Context: an optimization exercise on an open-source flow, tuned for small area and a short achievable clock period. The choices shown serve that exercise and are no tape-out recipe. The RTL was checked by simulation tests, not by an equivalence proof against the original design.

Setup of the reference run:
// hex_to_dec
module hex_to_dec(
    input wire clk_25MHz,
    input wire [31: 0]hex,
    output wire [31: 0]dec
);
Size in the first run: about 30 flip-flops, ~65 I/O pins.
export LEC_CHECK = 0
export ABC_AREA = 1
export CAP_MARGIN = 20
export CORE_MARGIN = 2
export CORE_UTILIZATION = 40
export CTS_BUF_LIST = sky130_fd_sc_hd__clkbuf_4
export SLEW_MARGIN = 20
export SYNTH_HIERARCHICAL = 1
export SYNTH_MINIMUM_KEEP_SIZE = 0
create_clock -name core_clock -period 75.0 [get_ports {clk_25MHz}]
standard.sh (not shown) runs the stock make flow with config.mk's settings and CLKGATE_MAP_FILE= SYNTH_SCRIPT=/design/flow/synth_recipe.tcl, a recipe that flattens the netlist after the stock synthesis.
==> flow/flow/run.sh <==
#!/bin/bash
# Layout flow: the standard layout (standard.sh) with three changes.
# 1. Synthesis maps logic with flow/abc_area.script ("strash; map -a": an
#    area-only mapping of the logic as written) instead of ORFS's
#    abc_area.script, whose delay-driven mapping and resizing at a 75 ps
#    target remap the design's small cells (written as the gates of an
#    area-optimised mapping, see gen/) into larger ones.  The design is
#    synthesized one module at a time (SYNTH_HIERARCHICAL 1).  To do so the
#    synthesis step runs on a copy of ORFS's scripts folder in which only
#    abc_area.script differs; synthesis is otherwise the standard one
#    (synth_recipe.tcl: -nofsm -noshare, flattened, renamed).
# 2. After synthesis, cells whose next drive strength has the same area are
#    swapped to it (o21ai_0 -> o21ai_1 and so on, see flow/swap.tcl).
# 3. The buffers the flow puts on every input and output port are buf_1
#    cells instead of the resizer's default choice (a 10 um2 delay buffer).
# Each step's full output goes to a log file of its own in this folder.
set -euo pipefail
rm -rf scripts_local
mkdir -p scripts_local
cp -r "$FLOW_HOME/scripts/." scripts_local/
cp flow/abc_area.script scripts_local/abc_area.script
args=(BUFFER_PORTS_ARGS="-buffer_cell sky130_fd_sc_hd__buf_1")
bash standard.sh "${args[@]}" SCRIPTS_DIR="$PWD/scripts_local" synth > standard_synth.log 2>&1
res=orfs/results/$FLOW_PLATFORM/hex_to_dec/base
SWAP_DB=$res/1_synth.odb openroad -no_init -exit flow/swap.tcl > swap.log 2>&1
bash standard.sh "${args[@]}" finish > standard_finish.log 2>&1
==> flow/flow/abc_area.script <==
strash
map -a
Other scripts of this flow, unchanged in this note and not shown: flow/flow/swap.tcl
Input changes introduced in the trial run (baseline for comparison: the reference run):
==> flow/flow/run.sh <==
#!/bin/bash
# Layout flow: the standard layout (standard.sh) with three changes.
# 1. Synthesis maps logic with flow/abc_area.script (area-only mapping of
#    the logic as written, twice over) instead of ORFS's
#    abc_area.script, whose delay-driven mapping and resizing at a 75 ps
#    target remap the design's small cells (written as the gates of an
#    area-optimised mapping, see gen/) into larger ones.  The design is
#    synthesized one module at a time (SYNTH_HIERARCHICAL 1).  To do so the
#    synthesis step runs on a copy of ORFS's scripts folder in which only
#    abc_area.script differs; synthesis is otherwise the standard one
#    (synth_recipe.tcl: -nofsm -noshare, flattened, renamed), except that
#    ADDER_MAP_FILE is left empty so that Yosys does not turn XOR/AND pairs
#    into half-adder cells (ha_1) before ABC maps the logic.
# 2. After synthesis, cells whose next drive strength has the same area are
#    swapped to it (o21ai_0 -> o21ai_1 and so on, see flow/swap.tcl).
# 3. The buffers the flow puts on every input and output port are buf_1
#    cells instead of the resizer's default choice (a 10 um2 delay buffer).
# Each step's full output goes to a log file of its own in this folder.
set -euo pipefail
rm -rf scripts_local
mkdir -p scripts_local
cp -r "$FLOW_HOME/scripts/." scripts_local/
cp flow/abc_area.script scripts_local/abc_area.script
args=(BUFFER_PORTS_ARGS="-buffer_cell sky130_fd_sc_hd__buf_1")
bash standard.sh "${args[@]}" SCRIPTS_DIR="$PWD/scripts_local" ADDER_MAP_FILE= synth > standard_synth.log 2>&1
res=orfs/results/$FLOW_PLATFORM/hex_to_dec/base
SWAP_DB=$res/1_synth.odb openroad -no_init -exit flow/swap.tcl > swap.log 2>&1
bash standard.sh "${args[@]}" finish > standard_finish.log 2>&1
==> flow/flow/abc_area.script <==
strash
dch -f
map -a
strash
dch -f
map -a
Results
- From the trial run to the reference run, count of H-tree levels built during CTS did not move at all.
- Per the comparison of the trial run with the reference run, final cell count lower; post-placement setup slack now sits higher; clock sink total has remained practically unchanged.
- The final net count in the trial run sits about 1.2% below the value recorded for the reference run.
- The trial run — tightest slew margin relative to the limit 6.8 points higher, the reference run as reference
- The reference run -> the trial run: global-route met3 utilization flat
- Setup violation total in the final timing report: the reference run vs the trial run identical
- Comparing the trial run with the reference run, the sequential fraction of total cell area came out essentially unchanged.

* * *

hex_to_dec, a different RTL version from the one above (not shown whole).
For scale: about 720 cells after synthesis, ~30 flip-flops, roughly 65 I/O pins, ~0.0039 mm2 of cells after synthesis.
clock: 75.0 ns
lec_check: 0
abc_area: 1
cap_margin: 20
core_margin: 2
core_utilization: 55
cts_buf_list: sky130_fd_sc_hd__clkbuf_4
place_density: 0.75
slew_margin: 20
synth_hierarchical: 1
synth_minimum_keep_size: 0
==> flow/flow/run.sh <==
#!/bin/bash
# Layout flow: the standard layout (standard.sh) with three changes.
# 1. Synthesis maps logic with flow/abc_area.script (area-only mapping of
#    the logic as written, twice over) instead of ORFS's
#    abc_area.script, whose delay-driven mapping and resizing at a 75 ps
#    target remap the design's small cells (written as the gates of an
#    area-optimised mapping, see gen/) into larger ones.  The design is
#    synthesized one module at a time (SYNTH_HIERARCHICAL 1).  To do so the
#    synthesis step runs on a copy of ORFS's scripts folder in which only
#    abc_area.script differs; synthesis is otherwise the standard one
#    (synth_recipe.tcl: -nofsm -noshare, flattened, renamed), except that
#    ADDER_MAP_FILE is left empty so that Yosys does not turn XOR/AND pairs
#    into half-adder cells (ha_1) before ABC maps the logic.
# 2. After synthesis, cells whose next drive strength has the same area are
#    swapped to it (o21ai_0 -> o21ai_1 and so on, see flow/swap.tcl).
# 3. The buffers the flow puts on every input and output port are buf_1
#    cells instead of the resizer's default choice (a 10 um2 delay buffer).
# Each step's full output goes to a log file of its own in this folder.
set -euo pipefail
rm -rf scripts_local
mkdir -p scripts_local
cp -r "$FLOW_HOME/scripts/." scripts_local/
cp flow/abc_area.script scripts_local/abc_area.script
args=(BUFFER_PORTS_ARGS="-buffer_cell sky130_fd_sc_hd__buf_1")
bash standard.sh "${args[@]}" SCRIPTS_DIR="$PWD/scripts_local" ADDER_MAP_FILE= synth > standard_synth.log 2>&1
res=orfs/results/$FLOW_PLATFORM/hex_to_dec/base
SWAP_DB=$res/1_synth.odb openroad -no_init -exit flow/swap.tcl > swap.log 2>&1
bash standard.sh "${args[@]}" finish > standard_finish.log 2>&1
==> flow/flow/abc_area.script <==
strash
dch -f
map -a
strash
dch -f
map -a
Other scripts of this flow, unchanged in this note and not shown: flow/flow/swap.tcl
Next try:
- CORE_UTILIZATION: 55 -> 40
- CTS_CLUSTER_DIAMETER: default -> 150
- CTS_CLUSTER_SIZE: default -> 16
- PLACE_DENSITY: 0.75 -> default
The changed run produced a clean layout.
Routed wire length fell by 3.3%.
Core utilization shrinks by 18 points.
First-iteration DRC count goes down by 48%.
Worst setup slack hardly moves.
Global-route usage came out lower by 6.0 points.
Cell area rises by 1.1%.
Next try:
- CTS_CLUSTER_DIAMETER: 150 -> default
- CTS_CLUSTER_SIZE: 16 -> default
- GPL_TIMING_DRIVEN: default -> 1
After rerunning: Design area stays the same; global-route usage is unchanged.
Next try:
--- a/flow/flow/run.sh
+++ b/flow/flow/run.sh
@@ -2,4 +2,4 @@
 # Layout flow: the standard layout (standard.sh) with three changes.
-# 1. Synthesis maps logic with flow/abc_area.script (area-only mapping of
-#    the logic as written, twice over) instead of ORFS's
+# 1. Synthesis maps logic with flow/abc_area.script ("strash; map -a": an
+#    area-only mapping of the logic as written) instead of ORFS's
 #    abc_area.script, whose delay-driven mapping and resizing at a 75 ps
@@ -10,5 +10,3 @@
 #    abc_area.script differs; synthesis is otherwise the standard one
-#    (synth_recipe.tcl: -nofsm -noshare, flattened, renamed), except that
-#    ADDER_MAP_FILE is left empty so that Yosys does not turn XOR/AND pairs
-#    into half-adder cells (ha_1) before ABC maps the logic.
+#    (synth_recipe.tcl: -nofsm -noshare, flattened, renamed).
 # 2. After synthesis, cells whose next drive strength has the same area are
@@ -24,3 +22,3 @@
 args=(BUFFER_PORTS_ARGS="-buffer_cell sky130_fd_sc_hd__buf_1")
-bash standard.sh "${args[@]}" SCRIPTS_DIR="$PWD/scripts_local" ADDER_MAP_FILE= synth > standard_synth.log 2>&1
+bash standard.sh "${args[@]}" SCRIPTS_DIR="$PWD/scripts_local" synth > standard_synth.log 2>&1
 res=orfs/results/$FLOW_PLATFORM/hex_to_dec/base
==> flow/flow/abc_area.script (replaced) <==
strash
map -a
- GPL_TIMING_DRIVEN: 1 -> default
Hold slack is better by 11 ps.
Wire length increases by 4.3%.
Die area rose by 1.0%.
Design area grows by 0.94%.
Fmax fell by 1.6%.

afterwards: timing with drivers on the ports:
The results above use ideal ports. As a check the final layouts listed here were re-extracted and re-timed, cells and wires unchanged.
Step 1 assumes that a clkbuf_16 drives the clock port and a buf_2 every other input.
Step 2 times the ports against the registers' clock, not the clock port: input delays grow and output delays shrink by t, the midpoint of the rising clock arrivals with the driver on.
a / b / c = ideal ports / drivers / drivers and shift; a / b = the first two.
run	shift t [ns]	setup slack, ns	worst setup path after step 2	clock arrival spread, ns	cell pins on the clock port's net
the reference run	0.338	55.131 / 55.135 / 54.797	input to register	0.009 / 0.010	1
the trial run	0.341	55.694 / 55.698 / 55.357	input to register	0.008 / 0.008	1
the first run of note 2	0.327	55.458 / 55.435 / 55.611	input to register	0.003 / 0.004	1
the second run of note 2	0.345	55.460 / 55.435 / 55.729	input to register	0.009 / 0.009	1
the third run of note 2	0.345	55.460 / 55.435 / 55.729	input to register	0.009 / 0.009	1
the fourth run of note 2	0.336	55.151 / 55.125 / 55.232	input to register	0.006 / 0.006	1
After both steps setup and hold are still met in every run listed. For the trial run, which loses most, drivers alone change the setup slack by +0.004 ns; drivers and shift together by -0.337 ns.
